This design comes from an exercise in tuning for small area on the open sky130 flow, not from production work. The RTL was checked by simulation tests, not by an equivalence proof against the original design. The clock cells of runs 5 to 7 and 9 come from the design's own scripts or RTL, not from TritonCTS. The clock port is modelled as an ideal driver, which makes a skipped or thinned clock tree look cheaper than it is; a real chip needs a root buffer or a tree.

==> flow/design.v <==
`timescale 1ns / 1ps
module led_show(
    input clk,
    input rst,  
    output reg red,
    output reg green,
    output reg blue
);
reg [2:0] red_dir;
reg [2:0] green_dir;
reg [2:0] blue_dir;
reg [25:0] counter;
wire slow_clk;
assign slow_clk = counter[20];
reg [25:0] slow_counter;
reg [31:0] six_colors_counter;
wire change_dir_clk;
assign change_dir_clk = counter[25];
reg [18:0] pw_counter;
reg [7:0] pwm_percentage_red;  
reg [7:0] pwm_percentage_green;
reg [7:0] pwm_percentage_blue;
always@(posedge clk)
begin
    counter <= counter + 1;
end
always@(posedge clk)
begin
  if (rst) begin
    pw_counter <= 0;
    pwm_percentage_red <= 50;
    pwm_percentage_green <= 0;
    pwm_percentage_blue <= 0;
    slow_counter <= 0;
    six_colors_counter <= 0;
    red <= 0;
    green <= 0;
    blue <= 0;
  end
  else begin
    pw_counter <= pw_counter + 1;
    if (pwm_percentage_red == 0) begin          
        red <= 0;
    end
    else begin
        if (pw_counter >= (pwm_percentage_red * 1000)) begin
            red <= 0;
        end        
        else begin
            red <= 1;
        end
    end
    if (pwm_percentage_green == 0) begin          
        green <= 0;
    end
    else begin
        if (pw_counter >= (pwm_percentage_green * 1000)) begin
            green <= 0;
        end        
        else begin
            green <= 1;
        end
    end
    if (pwm_percentage_blue == 0) begin          
        blue <= 0;
    end
    else begin
        if (pw_counter >= (pwm_percentage_blue * 1000)) begin
            blue <= 0;
        end        
        else begin
            blue <= 1;
        end
    end
    if (pw_counter >= 100000) begin
        pw_counter <= 0;
    end
    slow_counter <= (slow_counter + 1) % 23277;
    six_colors_counter <= six_colors_counter + 1;
    if (six_colors_counter < 698322) begin
        if (slow_counter == 23275) begin
            pwm_percentage_red <= (pwm_percentage_red == 0) ? 0 : pwm_percentage_red - 1;  
            pwm_percentage_green <= (pwm_percentage_green == 50) ? 50 : pwm_percentage_green + 1;  
            pwm_percentage_blue <= 0;
        end
    end
    else if (six_colors_counter < 1396644) begin
        if (slow_counter == 23275) begin
            pwm_percentage_red <= 0;
            pwm_percentage_green <= (pwm_percentage_green == 0) ? 0 : pwm_percentage_green - 1;
            pwm_percentage_blue <= (pwm_percentage_blue == 50) ? 50 : pwm_percentage_blue + 1;
        end
    end
    else if (six_colors_counter < 2094966) begin
        if (slow_counter == 23275) begin
            pwm_percentage_red <= (pwm_percentage_red == 50) ? 50 : pwm_percentage_red + 1;
            pwm_percentage_green <= 0;
            pwm_percentage_blue <= (pwm_percentage_blue == 0) ? 0 : pwm_percentage_blue - 1;
        end
    end
    else begin
        six_colors_counter <= 0;
    end
  end
end
endmodule
==> flow/run.sh <==
#!/bin/bash
# synth_recipe.tcl (not shown) runs the flow's synth.tcl, then flattens the netlist and writes it again
# the make line also repeats each setting of config.mk as NAME=value (left out here)
make -C /OpenROAD-flow-scripts/flow DESIGN_CONFIG=/design/flow/config.mk WORK_HOME=/design/flow/orfs CLKGATE_MAP_FILE= SYNTH_SCRIPT=/design/flow/synth_recipe.tcl finish
==> flow/config.mk <==
export PLATFORM = sky130hd
export DESIGN_NAME = led_show
export DESIGN_NICKNAME = led_show
export VERILOG_FILES = /design/flow/design.v
export SDC_FILE = /design/flow/constraint.sdc
export NUM_CORES = 4
export LEC_CHECK = 0
export CAP_MARGIN = 20
export CORE_MARGIN = 2
export CORE_UTILIZATION = 40
export SLEW_MARGIN = 20
==> flow/constraint.sdc <==
create_clock -name core_clock -period 20.0 [get_ports {clk}]
set_input_delay 4.0000 -clock core_clock [delete_from_list [all_inputs] [get_ports {clk}]]
set_output_delay 4.0000 -clock core_clock [all_outputs]
set_load 0.01 [all_outputs]
==> out/metrics.cfg, run 1 <==
[run_status]
run_status = complete, no violations

[hold_path]
hp-class = reg2reg
holdPathStages = 1
hold_end = six_colors_counter[0]$_SDFF_PP0_
hold_start = six_colors_counter[0]$_SDFF_PP0_

[clock_tree]
clock_sinks = 104
worstSkewPairLatency_ns = 0.36
cts_buffer_depth = 2
numCtsBuffers = 9
holdBufCountCts = 0
post_cts_buffers = 0
root_buffer = clkbuf_16
htree_levels = 3
cts.clk_slew.worst_paths_ns = 0.08
cts_tree = built

[setup_path]
crit_arrival_ns = 18.95
rr_startpoint = slow_counter[0]$_SDFF_PP0_
r2r_end = slow_counter[2]$_SDFF_PP0_
worst_setup_path_start_kind = register
cpPeakStageDelay_ns = 0.63
path_max_fanout = 16
crit_top_cell = a21oi_2
slowest_stage = or4_4
r2r_setup_slack_ns = 1.29
cp-end-kind = register
required_ns = 20.24
ff2ff_path_depth = 55
criticalPathCategory = reg2reg

[floorplanning]
fp.dieH_um = 223
rows = 80
fp.dieW_um = 223
ios = 5
die_area_mm2 = 0.0495
core_region_area_mm2 = 0.0474
initial_core_util = 0.403

[timing]
tightestPinTransition_ns = 1.13
rsz0062_at_grt = no
slew_headroom = 0.240
tns_ns = 0
setup_slack_ns = 1.29
setup_viol = 0
hold_violations = 0
drv_slew = 0
finalCritPeriodShare = 0.936
max_freq_ghz = 0.0534
skew_ns = 0.0166
finalCriticalPeriod_ns = 18.71
hold_ws_ns = 0.457

[place]
place_hpwl_um = 42700
io_buffers = 4
pre_cts_ws_ns = 0.380
gp_congestion = 0.926
placed_area_mm2 = 0.0196

[yosys]
yosys_warnings = 1
synth.avg_cell_area_um2 = 7.68
synth_xor_area_frac = 0.111
synth_top_family_by_area = compound AO/OA/AOI/OAI gates
synth_seq_cells = 104
synth_area_mm2 = 0.0191
ys.flop_type = dfxtp_1
synthArstFlopShare = 0
yosys.area_share.simple = 0.232
synth_edf_count = 0
synth_compound_area_frac = 0.283
ys_seq_area_frac = 0.109
synthAdderAreaFrac = 0.197
netlist-cell-type-count = 132
muxShareOfSynthArea = 0.0189
netlist_instances = 2489

[routing]
wl_um = 53800
via_count = 18500
ant_nets = 0
drc_errors = 0
wl_per_cell_um = 17.6
via_per_inst = 6.06
drt_pre_antenna_iters = 6
drtIter0Drc = 1528

[final_layout]
final_cell_mix = nor2_1, nand2_1, ha_1, a21oi_1, xnor2_1
nets = 2694
stdcell_area_mm2 = 0.0200
fillers = 4810
area_growth_pct = 4.48
drive_gt1_frac = 0.0673
layout_commonest_cell = nor2_1
diodes = 0

[grt]
grt_antenna_before_repair = 0
grt_pass1_wl_um = 90600
track_usage = 0.215
overflow = 0
grt_max_degree = 53
grt_pass1_vias = 17700

[run]
drv_cap = 0

metrics by stage:
stage	std cells	util
CTS	3053	0.419
global placement	3037	0.413
detailed placement	3037	0.413
finish	3053	0.421
floorplan	2501	-
global route	3053	0.421
final cells by class:
class,count,area (um2),area share
Multi-Input combinational cell,2170,16200,0.812
Sequential cell,104,2080,0.104
Tap cell,615,769,0.0385
Inverter,131,492,0.0246
Clock buffer,9,225,0.0113
Timing Repair Buffer,17,133,0.00664
Clock inverter,7,55.1,0.00276
flip-flops by register name (all words and copies together) (netlist names):
| name | cells |
|---|---|
| pwm_percentage_red | 8 |
| green | 1 |
| slow_counter | 26 |
| blue | 1 |
| pw_counter | 19 |
| pwm_percentage_blue | 8 |
| red | 1 |
| six_colors_counter | 32 |
| pwm_percentage_green | 8 |
worst max-delay path: cells and delay by family, from the launching register on:
kind	cells	cell delay, ns
flip-flops	1	0.44
AO/OA/AOI/OAI	32	10.43
adder cells (fa/ha/maj)	2	0.54
AND/OR/NAND/NOR	16	5.65
multiplexers	1	0.35
XOR/XNOR	4	1.12
cell families after synthesis:
logic type,Yosys count
buf+inv,227
mux,34
simple gates,871
compound gates,757
other cells,1
xor+xnor,234
fa+ha+maj,261
flops,104
repair_timing:
| action | 4_1_cts | 5_1_grt |
|---|---|---|
| hold endpoints to repair | 0 | 0 |
| setup endpoints to repair | 0 | 24 |
| resized for setup | 0 | 18 |
metal layers:
metal / track usage / part of all wire / vias to the layer above
met4: 0.0444 / 0.014 / 0
met2: 0.346 / 0.45 / 585
li1: - / - / 9030
met5: 0 / 0 / -
met1: 0.311 / 0.49 / 8808
met3: 0.0229 / 0.048 / 69
synth_stat cells, types with 38 or more instances:
cell type,instances,area (um2)
a21o_1,38,285
fa_1,66,1320
nor2_1,231,867
clkbuf_1,47,176
inv_1,131,492
dfxtp_1,104,2080
nand2_1,216,811
ha_1,193,2410
nand3_1,80,400
a21oi_1,165,826
nor3_1,74,370
xnor2_1,147,1290
xor2_1,78,683
o21ai_0,123,616
worst max path at each step:
stage,from,end,slack [ns],cells after the start
after CTS,slow_counter[2]$_SDFF_PP0_,slow_counter[2]$_SDFF_PP0_,0.36,51
final,slow_counter[0]$_SDFF_PP0_,slow_counter[2]$_SDFF_PP0_,1.29,55
after global placement,slow_counter[2]$_SDFF_PP0_,slow_counter[7]$_SDFF_PP0_,1.23,54
after floorplan,slow_counter[0]$_SDFF_PP0_,slow_counter[7]$_SDFF_PP0_,4.55,68
after detailed placement,slow_counter[2]$_SDFF_PP0_,slow_counter[2]$_SDFF_PP0_,0.38,51
after global routing,slow_counter[0]$_SDFF_PP0_,slow_counter[2]$_SDFF_PP0_,0.07,55
==> run 2, diff against run 1 <==
==> flow/design.v (replaced) <==
module led_show(
    input clk,
    input rst,  
    output red,
    output green,
    output blue
);
reg [9:0]  r;
reg [6:0]  q;
reg [14:0] s;
reg [19:0] c;
reg [1:0]  ph;
reg        pend;
reg [4:0]  up;
reg        d0f;    
reg        d0b;    
wire r_tc  = r[9] & ~r[8] & ~r[7] & r[6] & r[5] & ~r[4] & r[3] & r[2] & r[1] & ~r[0];
wire q_top = q[6] & q[5] & q[2];    
wire s_tc  = s[14] & ~s[13] & ~s[12] & s[11] & ~s[9] & ~s[8] & ~s[6] & s[5] & s[4] & s[3] & s[2] & ~s[1] & ~s[0];
wire c_tc  = ~c[19] & c[17] & c[16] & ~c[15] & c[13] & ~c[12] & ~c[11] & ~c[10] & c[9] & ~c[8] & c[7] & c[6] & ~c[5] & ~c[4] & ~c[3] & ~c[2] & ~c[1] & c[0];
wire ph3   = ph[1] & ~ph[0];
wire ev    = s_tc & ~ph3;
wire r_ld = rst | r_tc | q_top;
wire s_ld = rst | s_tc;
wire c_ld = rst | c_tc | ph3;
always @(posedge clk) begin
    r <= ~({r[8:0], r[9] ^ r[6]} | {10{r_ld}});
    s <= ~({s[13:0], s[14] ^ s[13]} | {15{s_ld}});
    c <= ~({c[18:0], c[19] ^ c[16]} | {20{c_ld}});
    if (rst) q <= 7'd100;
    else if (q_top) q <= 7'd0;
    else if (r_tc) q <= q + 7'd1;
    if (rst) ph <= 2'b10;
    else if (c_tc | ph3) ph <= {ph[0], ~ph[1]};
    if (rst) pend <= 1'b0;
    else pend <= c_tc | (pend & ~ev);
    if (rst) begin
        up <= 5'd0;
        d0f <= 1'b1;
        d0b <= 1'b0;
    end else if (ev) begin
        if (pend) begin
            up <= 5'd1;
            d0f <= 1'b0;
            d0b <= up[0];
        end else begin
            up <= up + 5'd1;
        end
    end
end
wire p0 = ph == 2'b00, p1 = ph == 2'b01, p2 = ph == 2'b11;
wire r0 = pend ? p1 : p0;
wire r1 = pend ? p2 : p1;
wire r2 = pend ? (p0 | ph3) : (p2 | ph3);
wire [5:0] d0 = d0f ? 6'd50 : {5'b01111, d0b};
wire cu = q < {2'b00, up};
wire cd = ~q[6] & ({1'b0, q[5:0]} + {2'b00, up} < {1'b0, d0});
assign red   = (r0 & cd) | (r2 & cu);
assign green = (r0 & cu) | (r1 & cd);
assign blue  = (r1 & cu) | (r2 & cd);
endmodule
==> flow/config.mk (replaced) <==
export PLATFORM = sky130hd
export DESIGN_NAME = led_show
export DESIGN_NICKNAME = led_show
export VERILOG_FILES = /design/flow/design.v
export SDC_FILE = /design/flow/constraint.sdc
export NUM_CORES = 4
export LEC_CHECK = 0
export CAP_MARGIN = 0
export CORE_MARGIN = 2
export CORE_UTILIZATION = 60
export CTS_BUF_LIST = sky130_fd_sc_hd__clkbuf_4
export CTS_CLUSTER_DIAMETER = 100
export CTS_CLUSTER_SIZE = 30
export SLEW_MARGIN = 0
==> run 2 against run 1 <==
  * Maximum frequency rose by 150%
  * Worst hold slack got worse by 0.072 ns
  * Utilization rose by 26 points
  * Sequential share of layout area rose by 35 points
  * First-iteration DRC count fell by 93%
==> out/metrics.cfg, run 2 <==
[timing]
drv_slew = 0
rsz0062_at_grt = no
slew_headroom = 0.429
skew_ns = 0.0139
tns_ns = 0
max_freq_ghz = 0.132
hold_violations = 0
setup_viol = 0
tightestPinTransition_ns = 0.835
finalCritPeriodShare = 0.378
finalCriticalPeriod_ns = 7.56

[run]
drv_cap = 0

[place]
gp_congestion = 0.803
io_buffers = 4
place_hpwl_um = 2940
placed_area_mm2 = 0.00257

[floorplanning]
rows = 23
initial_core_util = 0.621
die_area_mm2 = 0.00467
core_region_area_mm2 = 0.00400
fp.dieH_um = 68.4
fp.dieW_um = 68.4
ios = 5

[yosys]
netlist_instances = 261
ys_seq_area_frac = 0.499
synthArstFlopShare = 0
yosys.area.top_type_share = 0.499
synth_top_cell_by_area = dfxtp_1
yosys-top-cells-count = dfxtp_1, nor2_1, ha_1
netlist-cell-type-count = 46
synth_area_mm2 = 0.00248
synth.area.top_cells = dfxtp_1, nor2_1, ha_1
yosys_warnings = 1
synth_seq_cells = 62
synth.avg_cell_area_um2 = 9.52
synth_edf_count = 0
ys.flop_type = dfxtp_1
synth.most_common_cell = dfxtp_1

[final_layout]
fillers = 324
drive_gt1_frac = 0.0909
final_cell_mix = dfxtp_1, nor2_1, ha_1, inv_1, a21oi_1
area_growth_pct = 8.81
largest_reg_flops = 20
reg_top3 = c (20), s (15), r (10)
nets = 289
stdcell_area_mm2 = 0.00270
largest_register = c
diodes = 0
layout_commonest_cell = dfxtp_1

[routing]
drtIter0Drc = 112
ant_nets = 0
via_per_inst = 5.37
drc_errors = 0
drt_pre_antenna_iters = 4
via_count = 1744
wl_um = 4170
wl_per_cell_um = 12.8

[grt]
grt_max_degree = 21
grt_pass1_wl_um = 6740
overflow = 0
track_usage = 0.203
grt_pass1_vias = 1534
grt_antenna_before_repair = 0

[clock_tree]
cts_tree = built
root_buffer = clkbuf_4
worstSkewPairLatency_ns = 0.41
post_cts_buffers = 0
cts.clk_slew.worst_paths_ns = 0.10
numCtsBuffers = 9
cts_buffer_depth = 2
clock_sinks = 62
htree_levels = 3
holdBufCountCts = 0
cts_resized = 0

[setup_path]
worst_setup_path_start_kind = register
criticalPathCategory = reg2out
path_max_fanout = 6
crit_arrival_ns = 3.56
required_ns = 16.00
cp-end-kind = output pin

[run_status]
run_status = complete, no violations

[hold_path]
hp-class = reg2reg

-- run 2: stage by stage --
step | setup slack (ns) | util | hold WS (ns) | instances
after floorplan | 13.55 | - | 0.368 | 261
after global placement | 12.95 | 0.642 | 0.369 | 309
after detailed placement | 12.93 | 0.642 | 0.371 | 309
after CTS | 12.45 | 0.676 | 0.382 | 325
after global routing | 12.18 | 0.676 | 0.387 | 325
final | 12.44 | 0.676 | 0.385 | 325
-- run 2: cells by family (layout without fill, tap and decap cells) --
family / Yosys count / after routing / share of synthesized area
multiplexers: 2 / 2 / 0.00806
flip-flops: 62 / 62 / 0.499
AO/OA/AOI/OAI: 41 / 41 / 0.112
adder cells (fa/ha/maj): 17 / 17 / 0.0886
AND/OR/NAND/NOR: 110 / 110 / 0.230
buffers and inverters: 20 / 34 / 0.0307
XOR/XNOR: 9 / 9 / 0.0317
-- run 2: final cells by class --
class	count	area [um2]	area share
timing repair buffer	5	47.5	0.0176
inverter	13	48.8	0.0180
tap	50	62.6	0.0231
clock inverter	6	61.3	0.0227
sequential	62	1240	0.459
clock buffer	10	75.1	0.0278
multi-input combinational	179	1170	0.432
-- run 2: layer usage --
layer / GRT usage / up-vias / part of all wire
li1: - / 926 / -
met1: 0.262 / 784 / 0.51
met2: 0.301 / 25 / 0.44
met3: 0.0543 / 9 / 0.029
met4: 0.128 / 0 / 0.024
met5: 0 / - / 0
-- run 2: worst paths after layout --
check                     startpoint          endpoint  slack (ns)  cells past startpoint
setup / recovery  up[1]$_SDFFE_PP0P_               red       12.44                     12
hold / removal          s[7]$_DFF_P_      s[8]$_DFF_P_        0.39                      1
setup reg to reg       s[12]$_DFF_P_  d0b$_SDFFE_PP0P_       18.23                      6
hold reg to reg         s[7]$_DFF_P_      s[8]$_DFF_P_        0.39                      1
-- run 2: critical path: stages, from the launching register on --
cell,delay (ns)
dfxtp_1,0.46
inv_1,0.07
ha_1,0.28
nand2b_1,0.14
a21oi_1,0.14
nor2_1,0.07
xor2_1,0.14
ha_1,0.29
a21o_1,0.18
o21ai_0,0.28
o211ai_1,0.18
o31ai_1,0.32
clkdlybuf4s50_1,0.60
==> run 3, diff against run 2 <==
--- a/flow/config.mk
+++ b/flow/config.mk
@@ -8,7 +8,7 @@
 export CAP_MARGIN = 0
 export CORE_MARGIN = 2
 export CORE_UTILIZATION = 60
-export CTS_BUF_LIST = sky130_fd_sc_hd__clkbuf_4
-export CTS_CLUSTER_DIAMETER = 100
-export CTS_CLUSTER_SIZE = 30
+export CTS_BUF_LIST = sky130_fd_sc_hd__clkbuf_8
+export CTS_CLUSTER_DIAMETER = 500
+export CTS_CLUSTER_SIZE = 64
 export SLEW_MARGIN = 0
==> run 3 against run 2 <==
  * Critical path type unchanged
  * Critical endpoint is now blue
  * Flip-flop and latch count did not move
  * Global-route usage grew 0.65 points
  * Sequential share of layout area fell by 1.0 points
==> out/metrics.cfg, run 3 <==
[final_layout]
reg_top3 = c (20), s (15), r (10)
drive_gt1_frac = 0.0909
stdcell_area_mm2 = 0.00277
layout_commonest_cell = dfxtp_1
diodes = 0
nets = 289
final_cell_mix = dfxtp_1, nor2_1, ha_1, inv_1, a21oi_1
largest_reg_flops = 20
area_growth_pct = 11.3
largest_register = c

[run_status]
run_status = complete, no violations

[routing]
wl_per_cell_um = 13.0
via_count = 1752
wl_um = 4220
drt_pre_antenna_iters = 4
drc_errors = 0
drtIter0Drc = 105
via_per_inst = 5.39
ant_nets = 0

[yosys]
netlist-cell-type-count = 46
yosys_warnings = 1
ys_seq_area_frac = 0.499
synth_edf_count = 0
yosys.area.top_type_share = 0.499
synth.most_common_cell = dfxtp_1
synth_seq_cells = 62
netlist_instances = 261
synth_area_mm2 = 0.00248
ys.flop_type = dfxtp_1
synth_top_cell_by_area = dfxtp_1
synth.area.top_cells = dfxtp_1, nor2_1, ha_1
synthArstFlopShare = 0
synth.avg_cell_area_um2 = 9.52
yosys-top-cells-count = dfxtp_1, nor2_1, ha_1

[floorplanning]
die_area_mm2 = 0.00467
initial_core_util = 0.621
rows = 23
core_region_area_mm2 = 0.00400
ios = 5
fp.dieW_um = 68.4
fp.dieH_um = 68.4

[clock_tree]
root_buffer = clkbuf_8
post_cts_buffers = 0
worstSkewPairLatency_ns = 0.34
cts_tree = built
holdBufCountCts = 0
htree_levels = 3
cts_resized = 0
cts.clk_slew.worst_paths_ns = 0.07
clock_sinks = 62
cts_buffer_depth = 2
numCtsBuffers = 9

[timing]
finalCritPeriodShare = 0.374
tns_ns = 0
finalCriticalPeriod_ns = 7.48
max_freq_ghz = 0.134
hold_ws_ns = 0.381
hold_violations = 0
tightestPinTransition_ns = 0.917
slew_headroom = 0.373
drv_slew = 0
setup_viol = 0
rsz0062_at_grt = no
skew_ns = 0.00613

[grt]
grtUsageMet3 = 0.0559
grt_pass1_vias = 1604
met1_usage = 0.258
grt_max_degree = 21
grt_pass1_wl_um = 6930
grt.busiest_layer = met2
grt_antenna_before_repair = 0
grt_util_met2 = 0.318
overflow = 0
track_usage = 0.210

[setup_path]
path_max_fanout = 6
r2r_setup_slack_ns = 18.24
worst_setup_path_start_kind = register
cp-end-kind = output pin
crit_arrival_ns = 3.48
criticalPathCategory = reg2out
required_ns = 16.00

[run]
drv_cap = 0

[place]
io_buffers = 4
place_hpwl_um = 2940
gp_congestion = 0.803
placed_area_mm2 = 0.00257

[hold_path]
hp-class = reg2reg

-- run 3: cell types whose count changed in the layout (fill, tap and decap cells not counted), sizes merged --
cell,before,now
clkinv,4,3
inv,14,15
-- run 3: worst paths after layout --
kind / startpoint / to / cells after the start
max: up[1]$_SDFFE_PP0P_ / blue / 13
min: s[10]$_DFF_P_ / s[11]$_DFF_P_ / 1
max reg2reg: s[12]$_DFF_P_ / d0b$_SDFFE_PP0P_ / 6
min reg2reg: s[10]$_DFF_P_ / s[11]$_DFF_P_ / 1
-- run 3: layout make-up --
type	instances	area [um2]
Sequential cell	62	1240
Fill cell	311	1230
Multi-Input combinational cell	179	1170
Clock buffer	10	138
Tap cell	50	62.6
Clock inverter	6	61.3
Inverter	13	48.8
Timing Repair Buffer	5	47.5
-- run 3: kinds of logic after synthesis --
family,Yosys count,synth area share
compound gates,41,0.112
buf+inv,20,0.0307
mux,2,0.00806
flops,62,0.499
simple gates,110,0.230
fa+ha+maj,17,0.0886
xor+xnor,9,0.0317
-- run 3: through the flow --
step / util / std cells / worst slack [ns]
finish: 0.692 / 325 / 12.52
global route: 0.692 / 325 / 12.24
CTS: 0.692 / 325 / 12.51
detailed placement: 0.642 / 309 / 12.93
global placement: 0.642 / 309 / 12.95
floorplan: - / 261 / 13.55
-- run 3: critical path, cell delays in order, from the launching register on --
cell             delay [ns]
dfxtp_1                0.45
inv_1                  0.08
ha_1                   0.28
nand2b_1               0.14
a21oi_1                0.14
nor2_1                 0.07
xor2_1                 0.14
ha_1                   0.29
a21o_1                 0.18
o21ai_0                0.28
o211ai_1               0.18
o21a_1                 0.20
o221ai_1               0.15
clkdlybuf4s50_1        0.56
-- run 3: layer usage --
metal / part of all wire / routed length [um]
met3: 0.020 / 84
met1: 0.50 / 2100
met2: 0.45 / 1900
met5: 0 / 0
met4: 0.031 / 131
==> run 4, diff against run 3 <==
==> flow/config.mk (replaced) <==
export PLATFORM = sky130hd
export DESIGN_NAME = led_show
export DESIGN_NICKNAME = led_show
export VERILOG_FILES = /design/flow/design.v
export SDC_FILE = /design/flow/constraint.sdc
export NUM_CORES = 4
export LEC_CHECK = 0
export CAP_MARGIN = 20
export CORE_MARGIN = 2
export CORE_UTILIZATION = 40
export SLEW_MARGIN = 20
==> run 4 against run 3 <==
  * Still clean
  * Flip-flop and latch count is the same
  * Via count shrank 0.51%
  * Global-route usage shrank 7.2 points
  * Wire length grew 2.6%
  * First-iteration DRC count shrank 8.6%
  * Sequential share of layout area shrank 0.081 points
  * Die area grew 47%
  * Largest cell class unchanged
  * Highest routed layer unchanged
==> out/metrics.cfg, run 4 <==
[yosys]
synth.most_common_cell = dfxtp_1
synth.avg_cell_area_um2 = 9.52
netlist_instances = 261
ys_seq_area_frac = 0.499
synth_area_mm2 = 0.00248
synthArstFlopShare = 0
yosys-top-cells-count = dfxtp_1, nor2_1, ha_1
synth_edf_count = 0
synth.area.top_cells = dfxtp_1, nor2_1, ha_1
synth_top_cell_by_area = dfxtp_1
synth_seq_cells = 62
ys.flop_type = dfxtp_1
yosys.area.top_type_share = 0.499
netlist-cell-type-count = 46
yosys_warnings = 1

[clock_tree]
htree_levels = 3
worstSkewPairLatency_ns = 0.34
holdBufCountCts = 0
cts_tree = built
post_cts_buffers = 0
clock_sinks = 62
numCtsBuffers = 9
cts.clk_slew.worst_paths_ns = 0.07
cts_resized = 0
root_buffer = clkbuf_8
cts_buffer_depth = 2

[final_layout]
nets = 289
utilization = 0.465
final_cell_mix = dfxtp_1, nor2_1, ha_1, inv_1, a21oi_1
largest_register = c
drive_gt1_frac = 0.0945
layout_commonest_cell = dfxtp_1
largest_reg_flops = 20
area_growth_pct = 11.5
diodes = 0
reg_top3 = c (20), s (15), r (10)

[timing]
finalCritPeriodShare = 0.374
skew_ns = 0.0105
finalCriticalPeriod_ns = 7.49
drv_slew = 0
slew_headroom = 0.477
tightestPinTransition_ns = 0.765
hold_ws_ns = 0.385
setup_slack_ns = 12.51
tns_ns = 0
rsz0062_at_grt = no
hold_violations = 0
setup_viol = 0
max_freq_ghz = 0.134

[floorplanning]
fp.dieW_um = 82.8
initial_core_util = 0.417
rows = 28
fp.dieH_um = 82.8
ios = 5
die_area_mm2 = 0.00686
core_region_area_mm2 = 0.00596

[setup_path]
worst_setup_path_start_kind = register
criticalPathCategory = reg2out
cpPeakStageDelay_ns = 0.53
required_ns = 16.00
crit_chain = inv_1 -> ha_1 -> nand2b_1 -> a21oi_1 -> nor2_1 -> xor2_1 -> ha_1 -> a21o_1 -> o21ai_0 -> o2111ai_1 -> o211ai_1 -> a22o_1 -> clkdlybuf4s50_1
path_max_fanout = 6
slowest_stage = clkdlybuf4s50_1
crit_arrival_ns = 3.49
cp-end-kind = output pin
r2r_setup_slack_ns = 18.24
crit_top_cell = ha_1

[run]
drv_cap = 0

[grt]
grt_pass1_vias = 1689
track_usage = 0.137
grt_max_degree = 21
grt_pass1_wl_um = 7590
overflow = 0
grt_antenna_before_repair = 0

[routing]
wl_per_cell_um = 12.4
drtIter0Drc = 96
drc_errors = 0
wl_um = 4330
via_per_inst = 4.98
drt_pre_antenna_iters = 4
via_count = 1743
ant_nets = 0

[place]
pre_cts_ws_ns = 12.91
place_hpwl_um = 3030
gp_congestion = 0.787
io_buffers = 4

[run_status]
run_status = complete, no violations

[hold_path]
hp-class = reg2reg

## run 4: path summary, 6_finish.rpt
path	start	end	depth (start not counted)
max	up[1]$_SDFFE_PP0P_	green	13
min	c[18]$_DFF_P_	c[19]$_DFF_P_	1
max reg2reg	s[12]$_DFF_P_	d0b$_SDFFE_PP0P_	6
min reg2reg	c[18]$_DFF_P_	c[19]$_DFF_P_	1
## run 4: area by class of cell
cell class	instances	area (um2)
flip-flops and latches	62	1240
well taps	75	93.8
repair buffers	5	47.5
inverters	13	48.8
clock buffers	9	124
multi-input cells	179	1170
clock inverters	7	48.8
fillers	593	3180
## run 4: metrics by stage
step,std cells,instance area [um2]
finish,350,2770
global route,350,2770
CTS,350,2770
detailed placement,334,2600
global placement,334,2600
floorplan,261,2480
## run 4: logic make-up after synthesis
family,Yosys count,synth area share
xor+xnor,9,0.0317
flops,62,0.499
mux,2,0.00806
buf+inv,20,0.0307
compound gates,41,0.112
simple gates,110,0.230
fa+ha+maj,17,0.0886
## run 4: per-layer routing
metal | global-route usage | share of wire | up-vias
li1 | - | - | 911
met1 | 0.185 | 0.52 | 810
met2 | 0.205 | 0.44 | 16
met3 | 0.0427 | 0.029 | 6
met4 | 0.0581 | 0.014 | 0
met5 | 0 | 0 | -
## run 4: worst max-delay path: cells and delay by family (launching register included)
kind	cells	cell delay, ns
AO/OA/AOI/OAI	6	1.16
XOR/XNOR	1	0.14
adder cells (fa/ha/maj)	2	0.57
buffers and inverters	2	0.60
flip-flops	1	0.45
AND/OR/NAND/NOR	2	0.23
==> run 5, diff against run 4 <==
==> flow/flow/run.sh (new file) <==
#!/bin/bash
# Own layout flow: the standard ORFS flow (standard.sh) with
#  - synthesis through flow/synth.tcl: synth_recipe.tcl unchanged, but ABC maps
#    with the area-oriented flow/abc_area.script, and adders are left to ABC
#    (no ha/fa extraction);
#  - port buffers of the smallest buffer (buf_1);
#  - a one-level clock tree built by flow/cts_pre.tcl (a few clkbuf cells fed
#    by the clock port, one per group of nearby flip-flops) in place of
#    TritonCTS's H-tree.
# Each tool's full output is in orfs/logs/ (ORFS's per-step logs) and make.log.
set -euo pipefail
W=$PWD
F=$W/flow
bash "$W/standard.sh" \
  "SYNTH_SCRIPT=$F/synth.tcl" \
  "ADDER_MAP_FILE=" \
  "BUFFER_PORTS_ARGS=-buffer_cell sky130_fd_sc_hd__buf_1" \
  "PRE_CTS_TCL=$F/cts_pre.tcl" \
  finish > "$W/make.log" 2>&1
==> flow/flow/abc_area.script (new file) <==
strash
&get -n
&st
&dch -f
&nf -R 1000
&put
topo
==> flow/flow/cts_pre.tcl (new file) <==
# Clock tree: split the clock port's flip-flops into NGROUP groups of
# neighbours (quarters: halves by x, then by y; else slices by x) and give each group one
# clock buffer at its centre, driven by the clock port. TritonCTS is then
# skipped; the rest of ORFS's CTS step (legalisation, timing repair) runs.
set own_buf sky130_fd_sc_hd__clkbuf_8
set own_ngroup 3
set block [ord::get_db_block]
set master [[ord::get_db] findMaster $own_buf]
set clknet [[$block findBTerm clk] getNet]
proc own_x {it} { return [lindex [[$it getInst] getLocation] 0] }
proc own_y {it} { return [lindex [[$it getInst] getLocation] 1] }
proc own_slices {items key n} {
  set s [lsort -command [list apply [list {k a b} {expr {[$k $a] - [$k $b]}}] $key] $items]
  set m [llength $s]
  set out {}
  for {set g 0} {$g < $n} {incr g} {
    lappend out [lrange $s [expr {$g * $m / $n}] [expr {($g + 1) * $m / $n - 1}]]
  }
  return $out
}
set sinks [$clknet getITerms]
if { $own_ngroup == 4 } {
  set groups {}
  foreach half [own_slices $sinks own_x 2] {
    lappend groups {*}[own_slices $half own_y 2]
  }
} else {
  set groups [own_slices $sinks own_x $own_ngroup]
}
set gi 0
foreach grp $groups {
  set inst [odb::dbInst_create $block $master "clkbuf_own_$gi"]
  set net [odb::dbNet_create $block "clknet_own_$gi"]
  $net setSigType CLOCK
  set sx 0
  set sy 0
  foreach it $grp {
    $it disconnect
    $it connect $net
    set sx [expr {$sx + [own_x $it]}]
    set sy [expr {$sy + [own_y $it]}]
  }
  set k [llength $grp]
  $inst setLocation [expr {$sx / $k}] [expr {$sy / $k}]
  $inst setPlacementStatus PLACED
  [$inst findITerm A] connect $clknet
  [$inst findITerm X] connect $net
  incr gi
}
puts "own clock tree: $gi x $own_buf for [llength $sinks] sinks"
set_propagated_clock [all_clocks]
proc clock_tree_synthesis {args} {
  puts "clock_tree_synthesis skipped: clock tree built by cts_pre.tcl"
}
==> flow/flow/synth.tcl (new file) <==
# synth_recipe.tcl (the standard synthesis) with ABC's mapping script swapped
# for flow/abc_area.script. Registers are mapped before ABC runs, so they
# are the standard synthesis's.
set ::own_abc_script [file join [file dirname [file normalize [info script]]] abc_area.script]
proc abc {args} {
  set i [lsearch -exact $args -script]
  if { $i >= 0 } {
    lset args [expr { $i + 1 }] $::own_abc_script
  }
  yosys abc {*}$args
}
source [file join [file dirname [file dirname $::own_abc_script]] synth_recipe.tcl]
==> flow/standard.sh (new file) <==
#!/bin/bash
# synth_recipe.tcl (not shown) runs the flow's synth.tcl, then flattens the netlist and writes it again
# the make line also repeats each setting of config.mk as NAME=value (left out here)
make -C /OpenROAD-flow-scripts/flow DESIGN_CONFIG=/design/flow/config.mk WORK_HOME=/design/flow/orfs CLKGATE_MAP_FILE= SYNTH_SCRIPT=/design/flow/synth_recipe.tcl "${@:-finish}"
removed: flow/run.sh
==> run 5 against run 4 <==
  * Die area down 13%
  * Critical endpoint is now blue
  * Design area is 17% lower
  * Register-to-register slack worse by 0.71 ns
==> out/metrics.cfg, run 5 <==
[yosys]
synth.avg_cell_area_um2 = 9.13
yosys.area.top_type_share = 0.576
synth_compound_area_frac = 0.0871
synthAdderAreaFrac = 0.00464
muxShareOfSynthArea = 0
synth_top_family_by_area = simple AND/OR/NAND/NOR gates
synth.most_common_cell = dfxtp_1
synth.area.top_cells = dfxtp_1, nor2_1, nand2_1
netlist-cell-type-count = 35
synth_xor_area_frac = 0.0325
yosys-top-cells-count = dfxtp_1, nor2_1, nand2_1
yosys_warnings = 1
synth_top_cell_by_area = dfxtp_1
netlist_instances = 236
synth_seq_cells = 62
ys_seq_area_frac = 0.576
synth_edf_count = 0
ys.flop_type = dfxtp_1
synthArstFlopShare = 0
synth_area_mm2 = 0.00216
yosys.area_share.simple = 0.288

[timing]
max_freq_ghz = 0.154
setup_viol = 0
slew_headroom = 0.541
hold_ws_ns = 0.387
finalCritPeriodShare = 0.325
rsz0062_at_grt = no
drv_slew = 0
finalCriticalPeriod_ns = 6.49
skew_ns = 0.0149
tightestPinTransition_ns = 0.679
hold_violations = 0
tns_ns = 0

[setup_path]
crit_arrival_ns = 2.49
rr_startpoint = r[8]$_DFF_P_
path_max_fanout = 6
worst_setup_path_start_kind = register
required_ns = 16.00
cp-end-kind = output pin
ff2ff_path_depth = 7
endpoint = blue
cpPeakStageDelay_ns = 0.42
crit_chain = xnor2_1 -> o21ai_0 -> maj3_1 -> nand2b_1 -> a21oi_1 -> a221oi_1 -> nor2_1 -> a211o_1 -> o22ai_1 -> buf_1
criticalPathCategory = reg2out
slowest_stage = maj3_1
crit_start = up[1]$_SDFFE_PP0P_
r2r_end = q[6]$_SDFFE_PP1P_
cp.buffers_inverters = 1
cp_num_cells = 10
crit_family = compound AO/OA/AOI/OAI gates
r2r_setup_slack_ns = 17.53

[clock_tree]
post_cts_buffers = 0
cts_resized = 0
worstSkewPairLatency_ns = 0.17
cts.clk_slew.worst_paths_ns = 0.11
holdBufCountCts = 0

[run]
drv_cap = 0

[place]
place_hpwl_um = 2510
io_buffers = 4
dp.cells = 310
gp_congestion = 0.773

[run_status]
run_status = complete, no violations

[floorplanning]
rows = 26
initial_core_util = 0.419
ios = 5
core_region_area_mm2 = 0.00514
fp.dieW_um = 77.4
die_area_mm2 = 0.00599
fp.dieH_um = 77.4

[hold_path]
hp-class = reg2reg
hold_start = s[7]$_DFF_P_

[final_layout]
drive_gt1_frac = 0.0123
nets = 247
diodes = 0
area_growth_pct = 6.67
stdcell_count = 313
final_cell_mix = dfxtp_1, nor2_1, nand2_1, nor3_1, o21ai_0
largest_reg_flops = 20
layout_commonest_cell = dfxtp_1
utilization = 0.447
fillers = 546
largest_register = c
reg_top3 = c (20), s (15), r (10)

[grt]
grt_pass1_wl_um = 6140
grt_max_degree = 22
track_usage = 0.118
grt_pass1_vias = 1402
overflow = 0
grt_antenna_before_repair = 0

[routing]
drc_errors = 0
drtIter0Drc = 47
wl_um = 3470
wl_per_cell_um = 11.1
drt_pre_antenna_iters = 4
via_count = 1506
ant_nets = 0
via_per_inst = 4.81

run 5: changes by cell type after synthesis, moves of 6 or more:
cell / delta
clkbuf_1: -6
nand2_1: +6
clkinv_1: +7
ha_1: -16
inv_1: -13
nor3_1: +9
run 5: through the flow:
step	worst slack, ns	cell area, um2
global placement	13.76	2260
finish	13.51	2300
global route	13.30	2300
detailed placement	13.73	2260
floorplan	13.91	2160
CTS	13.51	2300
run 5: layout make-up:
| cell class | count | area (um2) | area share |
|---|---|---|---|
| Buffer | 3 | 41.3 | 0.0180 |
| Inverter | 7 | 26.3 | 0.0114 |
| Multi-Input combinational cell | 167 | 888 | 0.386 |
| Sequential cell | 62 | 1240 | 0.540 |
| Tap cell | 70 | 87.6 | 0.0381 |
| Timing Repair Buffer | 4 | 15.0 | 0.00653 |
run 5: routing by layer:
layer | track usage | part of all wire | vias up | wire (um)
met5 | 0 | 0 | - | 0
met3 | 0.00930 | 0.020 | 2 | 68
met2 | 0.199 | 0.43 | 10 | 1490
met4 | 0.0107 | 0.0089 | 0 | 31
met1 | 0.173 | 0.54 | 671 | 1880
li1 | - | - | 823 | -
run 5: cells by family after synthesis:
| logic type | count (synthesis) |
|---|---|
| AND/OR/NAND/NOR | 128 |
| buffers and inverters | 7 |
| adder cells (fa/ha/maj) | 1 |
| flip-flops | 62 |
| XOR/XNOR | 8 |
| AO/OA/AOI/OAI | 30 |
run 5: worst reg2reg max path, cell delays in order, from the launching register on:
cell,delay [ns]
dfxtp_1,0.32
or4b_1,0.52
nor4_1,0.55
and3_1,0.31
and3_1,0.22
and2_0,0.24
and3_1,0.17
o21ai_0,0.06
run 5: worst min-delay path by stage:
stage | end | slack (ns) | depth (start not counted)
final | s[8]$_DFF_P_ | 0.39 | 1
after CTS | s[8]$_DFF_P_ | 0.39 | 1
after detailed placement | s[8]$_DFF_P_ | 0.37 | 1
after global placement | c[19]$_DFF_P_ | 0.37 | 1
after floorplan | c[15]$_DFF_P_ | 0.37 | 1
after global routing | s[8]$_DFF_P_ | 0.39 | 1
==> run 6, diff against run 5 <==
--- a/flow/flow/cts_pre.tcl
+++ b/flow/flow/cts_pre.tcl
@@ -3,7 +3,7 @@
 # clock buffer at its centre, driven by the clock port. TritonCTS is then
 # skipped; the rest of ORFS's CTS step (legalisation, timing repair) runs.
 set own_buf sky130_fd_sc_hd__clkbuf_8
-set own_ngroup 3
+set own_ngroup 4
 set block [ord::get_db_block]
 set master [[ord::get_db] findMaster $own_buf]
 set clknet [[$block findBTerm clk] getNet]
==> run 6 against run 5 <==
  * Still clean
  * Critical path depth unchanged
  * Register-to-register slack about the same
  * Design area increased by 0.60%
  * Setup slack better by 0.031 ns
  * First-iteration DRC count is 4.3% higher
  * Utilization grew 0.27 points
  * Global-route usage increased by 0.20 points
  * Die area did not move
  * Via count rose by 1.3%
==> out/metrics.cfg, run 6 <==
[clock_tree]
cts_resized = 0
cts.clk_slew.worst_paths_ns = 0.09
post_cts_buffers = 0
worstSkewPairLatency_ns = 0.16
holdBufCountCts = 0

[timing]
setup_viol = 0
hold_ws_ns = 0.385
rsz0062_at_grt = no
tns_ns = 0
finalCritPeriodShare = 0.323
drv_slew = 0
hold_violations = 0
finalCriticalPeriod_ns = 6.46
skew_ns = 0.0147
slew_headroom = 0.550
max_freq_ghz = 0.155
tightestPinTransition_ns = 0.665

[yosys]
synth.avg_cell_area_um2 = 9.13
yosys-top-cells-count = dfxtp_1, nor2_1, nand2_1
synth_seq_cells = 62
synth_area_mm2 = 0.00216
synthArstFlopShare = 0
muxShareOfSynthArea = 0
synthAdderAreaFrac = 0.00464
synth.area.top_cells = dfxtp_1, nor2_1, nand2_1
netlist_instances = 236
synth_top_family_by_area = simple AND/OR/NAND/NOR gates
synth_compound_area_frac = 0.0871
ys.flop_type = dfxtp_1
ys_seq_area_frac = 0.576
synth_top_cell_by_area = dfxtp_1
synth.most_common_cell = dfxtp_1
netlist-cell-type-count = 35
synth_xor_area_frac = 0.0325
yosys.area_share.simple = 0.288
yosys.area.top_type_share = 0.576
yosys_warnings = 1
synth_edf_count = 0

[setup_path]
path_max_fanout = 6
criticalPathCategory = reg2out
cpPeakStageDelay_ns = 0.42
required_ns = 16.00
worst_setup_path_start_kind = register
crit_family = compound AO/OA/AOI/OAI gates
crit_chain = xnor2_1 -> o21ai_0 -> maj3_1 -> nand2b_1 -> a21oi_1 -> a221oi_1 -> nor2_1 -> a211o_1 -> o22ai_1 -> buf_1
crit_arrival_ns = 2.46
slowest_stage = maj3_1
r2r_setup_slack_ns = 17.53
cp.buffers_inverters = 1
cp-end-kind = output pin

[routing]
wl_per_cell_um = 11.3
ant_nets = 0
drtIter0Drc = 49
drt_pre_antenna_iters = 4
wl_um = 3560
via_count = 1525
drc_errors = 0
via_per_inst = 4.86

[floorplanning]
rows = 26
initial_core_util = 0.419
ios = 5
die_area_mm2 = 0.00599
core_region_area_mm2 = 0.00514
fp.dieH_um = 77.4
fp.dieW_um = 77.4

[grt]
track_usage = 0.120
grt_pass1_wl_um = 6240
grt_pass1_vias = 1408
overflow = 0
grt_max_degree = 21
grt_antenna_before_repair = 0

[final_layout]
diodes = 0
reg_top3 = c (20), s (15), r (10)
largest_reg_flops = 20
layout_commonest_cell = dfxtp_1
area_growth_pct = 7.31
final_cell_mix = dfxtp_1, nor2_1, nand2_1, nor3_1, o21ai_0
nets = 248
drive_gt1_frac = 0.0164
fillers = 550
largest_register = c

[run_status]
run_status = complete, no violations

[place]
io_buffers = 4
place_hpwl_um = 2510
gp_congestion = 0.773

[hold_path]
hp-class = reg2reg

[run]
drv_cap = 0

-- run 6: cell counts after synthesis --
Identical to the previous run, type by type.
-- run 6: cell type report --
class / count / area, um2 / share of cell area
Multi-Input combinational cell: 167 / 888 / 0.384
Tap cell: 70 / 87.6 / 0.0379
Inverter: 7 / 26.3 / 0.0114
Buffer: 4 / 55.1 / 0.0238
Sequential cell: 62 / 1240 / 0.537
Timing Repair Buffer: 4 / 15.0 / 0.00649
-- run 6: kinds of logic (layout without fill, tap and decap cells) --
logic type / Yosys count / count (layout)
AND/OR/NAND/NOR: 128 / 128
flip-flops: 62 / 62
AO/OA/AOI/OAI: 30 / 30
XOR/XNOR: 8 / 8
buffers and inverters: 7 / 15
adder cells (fa/ha/maj): 1 / 1
-- run 6: routing by layer --
metal	part of all wire	vias up	GRT usage
met5	0	-	0
met1	0.53	686	0.179
met2	0.43	8	0.196
met4	0.012	0	0.0107
met3	0.026	6	0.0140
li1	-	825	-
-- run 6: per-stage QoR --
stage                      util  instances  area, um2  worst slack (ns)
after floorplan               -        236       2160             13.91
final                     0.450        314       2310             13.54
after global placement    0.439        310       2260             13.76
after global routing      0.450        314       2310             13.34
after CTS                 0.450        314       2310             13.55
after detailed placement  0.439        310       2260             13.73
-- run 6: worst paths after layout --
check | start | endpoint | depth (start not counted)
max | up[1]$_SDFFE_PP0P_ | blue | 10
min | s[7]$_DFF_P_ | s[8]$_DFF_P_ | 1
max reg2reg | r[8]$_DFF_P_ | q[6]$_SDFFE_PP1P_ | 7
min reg2reg | s[7]$_DFF_P_ | s[8]$_DFF_P_ | 1
==> run 7, diff against run 6 <==
--- a/flow/flow/cts_pre.tcl
+++ b/flow/flow/cts_pre.tcl
@@ -2,8 +2,8 @@
 # neighbours (quarters: halves by x, then by y; else slices by x) and give each group one
 # clock buffer at its centre, driven by the clock port. TritonCTS is then
 # skipped; the rest of ORFS's CTS step (legalisation, timing repair) runs.
-set own_buf sky130_fd_sc_hd__clkbuf_8
-set own_ngroup 4
+set own_buf sky130_fd_sc_hd__clkbuf_16
+set own_ngroup 2
 set block [ord::get_db_block]
 set master [[ord::get_db] findMaster $own_buf]
 set clknet [[$block findBTerm clk] getNet]
==> run 7 against run 6 <==
  * Synthesized cell count is the same
  * Flip-flop and latch count is the same
  * Critical path type unchanged
  * Maximum frequency shrank 0.31%
  * Final cell count shrank 0.64%
  * Critical path depth is the same
  * Register-to-register slack lost 0.03 ns
  * Sequential share of layout area grew 0.12 points
  * First-iteration DRC count grew 4.1%
==> out/metrics.cfg, run 7 <==
[timing]
rsz0062_at_grt = no
tns_ns = 0
max_freq_ghz = 0.154
hold_violations = 0
tightestPinTransition_ns = 0.680
slew_headroom = 0.540
finalCriticalPeriod_ns = 6.48
setup_viol = 0
skew_ns = 0.0105
drv_slew = 0
finalCritPeriodShare = 0.324

[yosys]
netlist-cell-type-count = 35
yosys-top-cells-count = dfxtp_1, nor2_1, nand2_1
synthArstFlopShare = 0
synth.most_common_cell = dfxtp_1
synth_seq_cells = 62
yosys.area.top_type_share = 0.576
synth.area.top_cells = dfxtp_1, nor2_1, nand2_1
ys.flop_type = dfxtp_1
netlist_instances = 236
synth.avg_cell_area_um2 = 9.13
ys_seq_area_frac = 0.576
synth_edf_count = 0
synth_top_cell_by_area = dfxtp_1
yosys_warnings = 1
synth_area_mm2 = 0.00216

[routing]
via_count = 1509
ant_nets = 0
wl_um = 3490
via_per_inst = 4.84
wl_per_cell_um = 11.2
drtIter0Drc = 51
drc_errors = 0
drt_pre_antenna_iters = 4

[setup_path]
crit_start = up[1]$_SDFFE_PP0P_
crit_chain = xnor2_1 -> o21ai_0 -> maj3_1 -> nand2b_1 -> a21oi_1 -> a221oi_1 -> nor2_1 -> a211o_1 -> o22ai_1 -> buf_1
rr_startpoint = r[8]$_DFF_P_
crit_arrival_ns = 2.48
worst_setup_path_start_kind = register
r2r_setup_slack_ns = 17.50
criticalPathCategory = reg2out
path_max_fanout = 6
cp-end-kind = output pin
cp.buffers_inverters = 1
crit_family = compound AO/OA/AOI/OAI gates
required_ns = 16.00
slowest_stage = maj3_1
cpPeakStageDelay_ns = 0.42

[clock_tree]
worstSkewPairLatency_ns = 0.17
cts_resized = 0
cts.clk_slew.worst_paths_ns = 0.11
holdBufCountCts = 0
post_cts_buffers = 0

[floorplanning]
die_area_mm2 = 0.00599
initial_core_util = 0.419
fp.dieH_um = 77.4
rows = 26
core_region_area_mm2 = 0.00514
ios = 5
fp.dieW_um = 77.4

[hold_path]
hp-class = reg2reg
hold_start = s[7]$_DFF_P_

[final_layout]
utilization = 0.449
area_growth_pct = 7.08
reg_top3 = c (20), s (15), r (10)
nets = 246
final_cell_mix = dfxtp_1, nor2_1, nand2_1, nor3_1, o21ai_0
fillers = 551
layout_commonest_cell = dfxtp_1
largest_reg_flops = 20
diodes = 0
largest_register = c
drive_gt1_frac = 0.00826

[grt]
grt_pass1_vias = 1400
grt_max_degree = 32
track_usage = 0.118
grt_antenna_before_repair = 0
grt_pass1_wl_um = 6150
overflow = 0

[run]
drv_cap = 0

[place]
gp_congestion = 0.773
io_buffers = 4
place_hpwl_um = 2510

[run_status]
run_status = complete, no violations

==> run 7: stage by stage <==
| step | cells | worst slack (ns) | hold WS, ns | cell area, um2 |
|---|---|---|---|---|
| 6_report | 312 | 13.52 | 0.387 | 2310 |
| 5_1_grt | 312 | 13.31 | 0.393 | 2310 |
| 4_1_cts | 312 | 13.52 | 0.389 | 2310 |
| 3_5_place_dp | 310 | 13.73 | 0.371 | 2260 |
| 3_3_place_gp | 310 | 13.76 | 0.369 | 2260 |
| 2_1_floorplan | 236 | 13.91 | 0.368 | 2160 |
==> run 7: final cells by class <==
type / count / area [um2] / area share
inverters: 7 / 26.3 / 0.0114
well taps: 70 / 87.6 / 0.0379
flip-flops and latches: 62 / 1240 / 0.538
repair buffers: 4 / 15.0 / 0.00650
multi-input cells: 167 / 888 / 0.385
plain buffers: 2 / 50.0 / 0.0217
==> run 7: logic make-up (layout without fill, tap and decap cells) <==
kind of cell	after synthesis	count (layout)	synth area share
AND/OR/NAND/NOR	128	128	0.288
flip-flops	62	62	0.576
AO/OA/AOI/OAI	30	30	0.0871
XOR/XNOR	8	8	0.0325
buffers and inverters	7	13	0.0122
adder cells (fa/ha/maj)	1	1	0.00464
==> run 7: final timing paths <==
check | end | depth (start not counted)
worst min register to register | s[8]$_DFF_P_ | 1
worst max register to register | q[6]$_SDFFE_PP1P_ | 7
worst min-delay path | s[8]$_DFF_P_ | 1
worst max-delay path | blue | 10
==> run 7: per-layer routing <==
metal	up-vias	part of all wire	GRT usage	routed length, um
met5	-	0	0	0
met4	0	0.0092	0.00893	32
met3	3	0.019	0.00698	66
met2	11	0.43	0.201	1490
met1	675	0.55	0.174	1910
li1	820	-	-	-
==> run 8, diff against run 7 <==
--- a/flow/flow/run.sh
+++ b/flow/flow/run.sh
@@ -1,8 +1,8 @@
 #!/bin/bash
 # Own layout flow: the standard ORFS flow (standard.sh) with
 #  - synthesis through flow/synth.tcl: synth_recipe.tcl unchanged, but ABC maps
-#    with the area-oriented flow/abc_area.script, and adders are left to ABC
-#    (no ha/fa extraction);
+#    with several area-oriented scripts and the smallest result is kept, and
+#    adders are left to ABC (no ha/fa extraction);
 #  - port buffers of the smallest buffer (buf_1);
 #  - a one-level clock tree built by flow/cts_pre.tcl (a few clkbuf cells fed
 #    by the clock port, one per group of nearby flip-flops) in place of
==> flow/flow/synth.tcl (replaced) <==
# synth_recipe.tcl (the standard synthesis) with ABC's mapping changed: each
# ABC script below maps the same logic, and the smallest result (by the
# liberty cell area) is kept. Registers are mapped before ABC runs, so they
# are the standard synthesis's.
set ::own_dir [file dirname [file normalize [info script]]]
set ::own_abc_scripts {
  "strash; &get -n; &st; &dch -f; &nf -R 1000; &put; topo"
  "strash; &get -n; &st; &dch; &nf -R 1000; &put; topo"
  "strash; dch -f; amap; topo"
  "strash; dch -f; map -a; topo"
  "strash; dch -f; map -a; amap; topo"
  "strash; dc2; dch -f; amap; topo"
  "strash; dc2; dch -f; map -a; topo"
  "strash; ifraig; dch -f; map -a; topo"
  "strash; balance; rewrite; refactor; balance; rewrite -z; refactor -z; rewrite -z; balance; dch -f; map -a; topo"
  "strash; balance; rewrite; refactor; balance; rewrite -z; refactor -z; rewrite -z; balance; dch -f; amap; topo"
  "strash; dch -f; map -a; strash; dch -f; map -a; topo"
  "strash; &get -n; &st; &dch -f; &nf -R 1000 -E 100; &put; topo"
}
proc own_area {} {
  set st [tee -q -s result.string stat {*}$::lib_args]
  if { ![regexp {Chip area for module '[^']*': ([0-9.]+)} $st -> area] } {
    error "no area in stat output"
  }
  return $area
}
proc abc {args} {
  set i [lsearch -exact $args -script]
  if { $i < 0 } {
    yosys abc {*}$args
    return
  }
  yosys design -save own_pre_abc
  set best -1
  set best_area 0
  set n 0
  foreach body $::own_abc_scripts {
    set f [file join [pwd] "own_abc_$n.script"]
    set fh [open $f w]
    puts $fh [join [split $body ";"] "\n"]
    close $fh
    yosys design -load own_pre_abc
    lset args [expr { $i + 1 }] $f
    if { [catch { yosys abc {*}$args } err] } {
      puts "own abc script $n failed: $err"
    } else {
      yosys opt_clean -purge
      set area [own_area]
      puts "own abc script $n: area $area"
      if { $best < 0 || $area < $best_area } {
        set best $n
        set best_area $area
        yosys design -save own_best
      }
    }
    incr n
  }
  if { $best < 0 } {
    error "every ABC script failed"
  }
  yosys design -load own_best
  puts "own abc: kept script $best, area $best_area"
}
source [file join [file dirname $::own_dir] synth_recipe.tcl]
removed: flow/flow/abc_area.script
==> run 8 against run 7 <==
  * The flow now stops in synthesis
==> out/metrics.cfg, run 8 <==
[run_status]
run_status = aborted with a tool error
tool.error = ERROR: TCL interpreter returned an error: couldn't open "/OpenROAD-flow-scripts/flow/own_abc_0.script": read-only file system
stop_stage = synthesis

[yosys]
yosys_warnings = 1

==> run 9, diff against run 8 <==
--- a/flow/flow/synth.tcl
+++ b/flow/flow/synth.tcl
@@ -35,7 +35,7 @@
   set best_area 0
   set n 0
   foreach body $::own_abc_scripts {
-    set f [file join [pwd] "own_abc_$n.script"]
+    set f [file join $::env(OBJECTS_DIR) "own_abc_$n.script"]
     set fh [open $f w]
     puts $fh [join [split $body ";"] "\n"]
     close $fh
==> run 9 against run 8 <==
  * Now clean on timing, DRC and antenna
==> out/metrics.cfg, run 9 <==
[final_layout]
drive_gt1_frac = 0.00844
fillers = 526
largest_reg_flops = 20
diodes = 0
largest_register = c
seq_area_mm2 = 0.00124
nets = 241
final_cell_mix = dfxtp_1, nor2_1, nand2_1, nor3_1
reg_top3 = c (20), s (15), r (10)
layout_commonest_cell = dfxtp_1
area_growth_pct = 7.22
multi_input_area_um2 = 851

[place]
gp_congestion = 0.848
io_buffers = 4
place_hpwl_um = 2530

[timing]
max_freq_ghz = 0.154
rsz0062_at_grt = no
drv_slew = 0
finalCritPeriodShare = 0.325
tightestPinTransition_ns = 0.878
slew_headroom = 0.406
finalCriticalPeriod_ns = 6.50
hold_violations = 0
setup_viol = 0
skew_ns = 0.00634
hold_ws_ns = 0.389
tns_ns = 0

[yosys]
yosys.area.top_type_share = 0.587
synth_seq_cells = 62
netlist_instances = 231
ys.flop_type = dfxtp_1
ys_seq_area_frac = 0.587
synth.area.top_cells = dfxtp_1, nor2_1, nand2_1
synth_edf_count = 0
synth.avg_cell_area_um2 = 9.15
synthArstFlopShare = 0
synth_area_mm2 = 0.00211
yosys_warnings = 1
synth_top_cell_by_area = dfxtp_1
synth.most_common_cell = dfxtp_1
netlist-cell-type-count = 32
yosys-top-cells-count = dfxtp_1, nor2_1, nand2_1

[routing]
wl_per_cell_um = 11.0
drc_errors = 0
route.met2.wl_um = 1430
wl_um = 3380
via_per_inst = 4.87
wl_met3_um = 114
top_layer = met4
drt_pre_antenna_iters = 4
drtIter0Drc = 71
via_count = 1494
ant_nets = 0
drt-met1-wl_um = 1810

[grt]
overflow = 0
grt_antenna_before_repair = 0
track_usage = 0.118
grt_pass1_wl_um = 6090
grt_max_degree = 32
grt_pass1_vias = 1366

[floorplanning]
fp.dieW_um = 76.7
rows = 26
initial_core_util = 0.414
ios = 5
core_region_area_mm2 = 0.00511
fp.dieH_um = 76.7
die_area_mm2 = 0.00588

[setup_path]
crit_chain = xnor2_1 -> o21ai_0 -> maj3_1 -> nand2b_1 -> a21oi_1 -> a221oi_1 -> nor2_1 -> a211o_1 -> o22ai_1 -> buf_1
slowest_stage = maj3_1
required_ns = 16.00
criticalPathCategory = reg2out
crit_arrival_ns = 2.50
worst_setup_path_start_kind = register
cp-end-kind = output pin
path_max_fanout = 5
cpPeakStageDelay_ns = 0.41

[run_status]
run_status = complete, no violations

[clock_tree]
cts.clk_slew.worst_paths_ns = 0.11
cts_resized = 0
holdBufCountCts = 0
worstSkewPairLatency_ns = 0.17
post_cts_buffers = 0

[hold_path]
hp-class = reg2reg

[run]
drv_cap = 0

run 9: worst max-delay path, delay by kind of cell, from the launching register on:
kind,cells,cell delay [ns]
AO/OA/AOI/OAI,5,0.95
XOR/XNOR,1,0.27
adder cells (fa/ha/maj),1,0.41
buffers and inverters,1,0.17
flip-flops,1,0.36
AND/OR/NAND/NOR,2,0.18
run 9: metal layers:
| metal | vias to the layer above | track usage |
|---|---|---|
| li1 | 788 | - |
| met1 | 687 | 0.178 |
| met2 | 15 | 0.192 |
| met3 | 4 | 0.00941 |
| met4 | 0 | 0.0109 |
| met5 | - | 0 |
run 9: logic make-up after synthesis:
family          after synthesis  synth area share
simple gates                128             0.284
buf+inv                       6            0.0107
compound gates               25            0.0763
flops                        62             0.587
xor+xnor                      9            0.0373
fa+ha+maj                     1           0.00473
run 9: final cells by class:
type / count / area share
timing repair buffer: 4 / 0.00662
multi-input combinational: 163 / 0.375
buffer: 2 / 0.0221
inverter: 6 / 0.00993
tap: 70 / 0.0386
sequential: 62 / 0.547
run 9: worst paths after layout:
path | start | to | slack, ns | cells past startpoint
worst max-delay path | up[1]$_SDFFE_PP0P_ | blue | 13.50 | 10
worst min-delay path | c[14]$_DFF_P_ | c[15]$_DFF_P_ | 0.39 | 1
worst max register to register | r[8]$_DFF_P_ | q[5]$_SDFFE_PP1P_ | 17.48 | 8
worst min register to register | c[14]$_DFF_P_ | c[15]$_DFF_P_ | 0.39 | 1
run 9: through the flow:
stage | utilization | worst slack, ns | std cells | area (um2)
2_1_floorplan | - | 13.92 | 231 | 2110
3_3_place_gp | 0.434 | 13.78 | 305 | 2220
3_5_place_dp | 0.434 | 13.71 | 305 | 2220
4_1_cts | 0.444 | 13.50 | 307 | 2270
5_1_grt | 0.444 | 13.33 | 307 | 2270
6_report | 0.444 | 13.50 | 307 | 2270

port drivers added, routing unchanged:
The flow's constraints put no driver on any port. The routed layouts listed below were extracted and timed again, unchanged, in two steps. Step 1, drivers: a clkbuf_16 drives clk and a buf_2 each remaining input, both assumed. Step 2 moves the port delays by t, midway between the first and last clock arrival at a register: inputs arrive t later, outputs are due t later. That takes back most of the time a late clock gives input paths. Slacks: ideal ports / drivers / drivers and shift; pairs: ideal ports / drivers.
run	t (ns)	setup WS [ns]	hold slack, ns	slew at the worst register clock pin (ns)	worst data-port slew with drivers (ns)
run 1	0.412	1.289 / 1.289 / 1.289	0.457 / 0.457 / 0.457	0.08 / 0.08	0.03
run 2	0.424	12.439 / 12.414 / 12.838	0.385 / 0.385 / 0.385	0.11 / 0.11	0.03
run 3	0.360	12.523 / 12.495 / 12.855	0.381 / 0.381 / 0.381	0.07 / 0.07	0.03
run 4	0.357	12.513 / 12.486 / 12.843	0.385 / 0.385 / 0.385	0.07 / 0.07	0.03
run 5	0.213	13.509 / 13.463 / 13.677	0.387 / 0.387 / 0.387	0.12 / 0.12	0.03
run 6	0.205	13.540 / 13.486 / 13.690	0.385 / 0.385 / 0.385	0.10 / 0.10	0.03
run 7	0.213	13.520 / 13.473 / 13.687	0.387 / 0.387 / 0.387	0.11 / 0.11	0.03
run 9	0.212	13.503 / 13.456 / 13.669	0.389 / 0.389 / 0.389	0.11 / 0.11	0.03
After both steps every run listed still meets setup and hold.
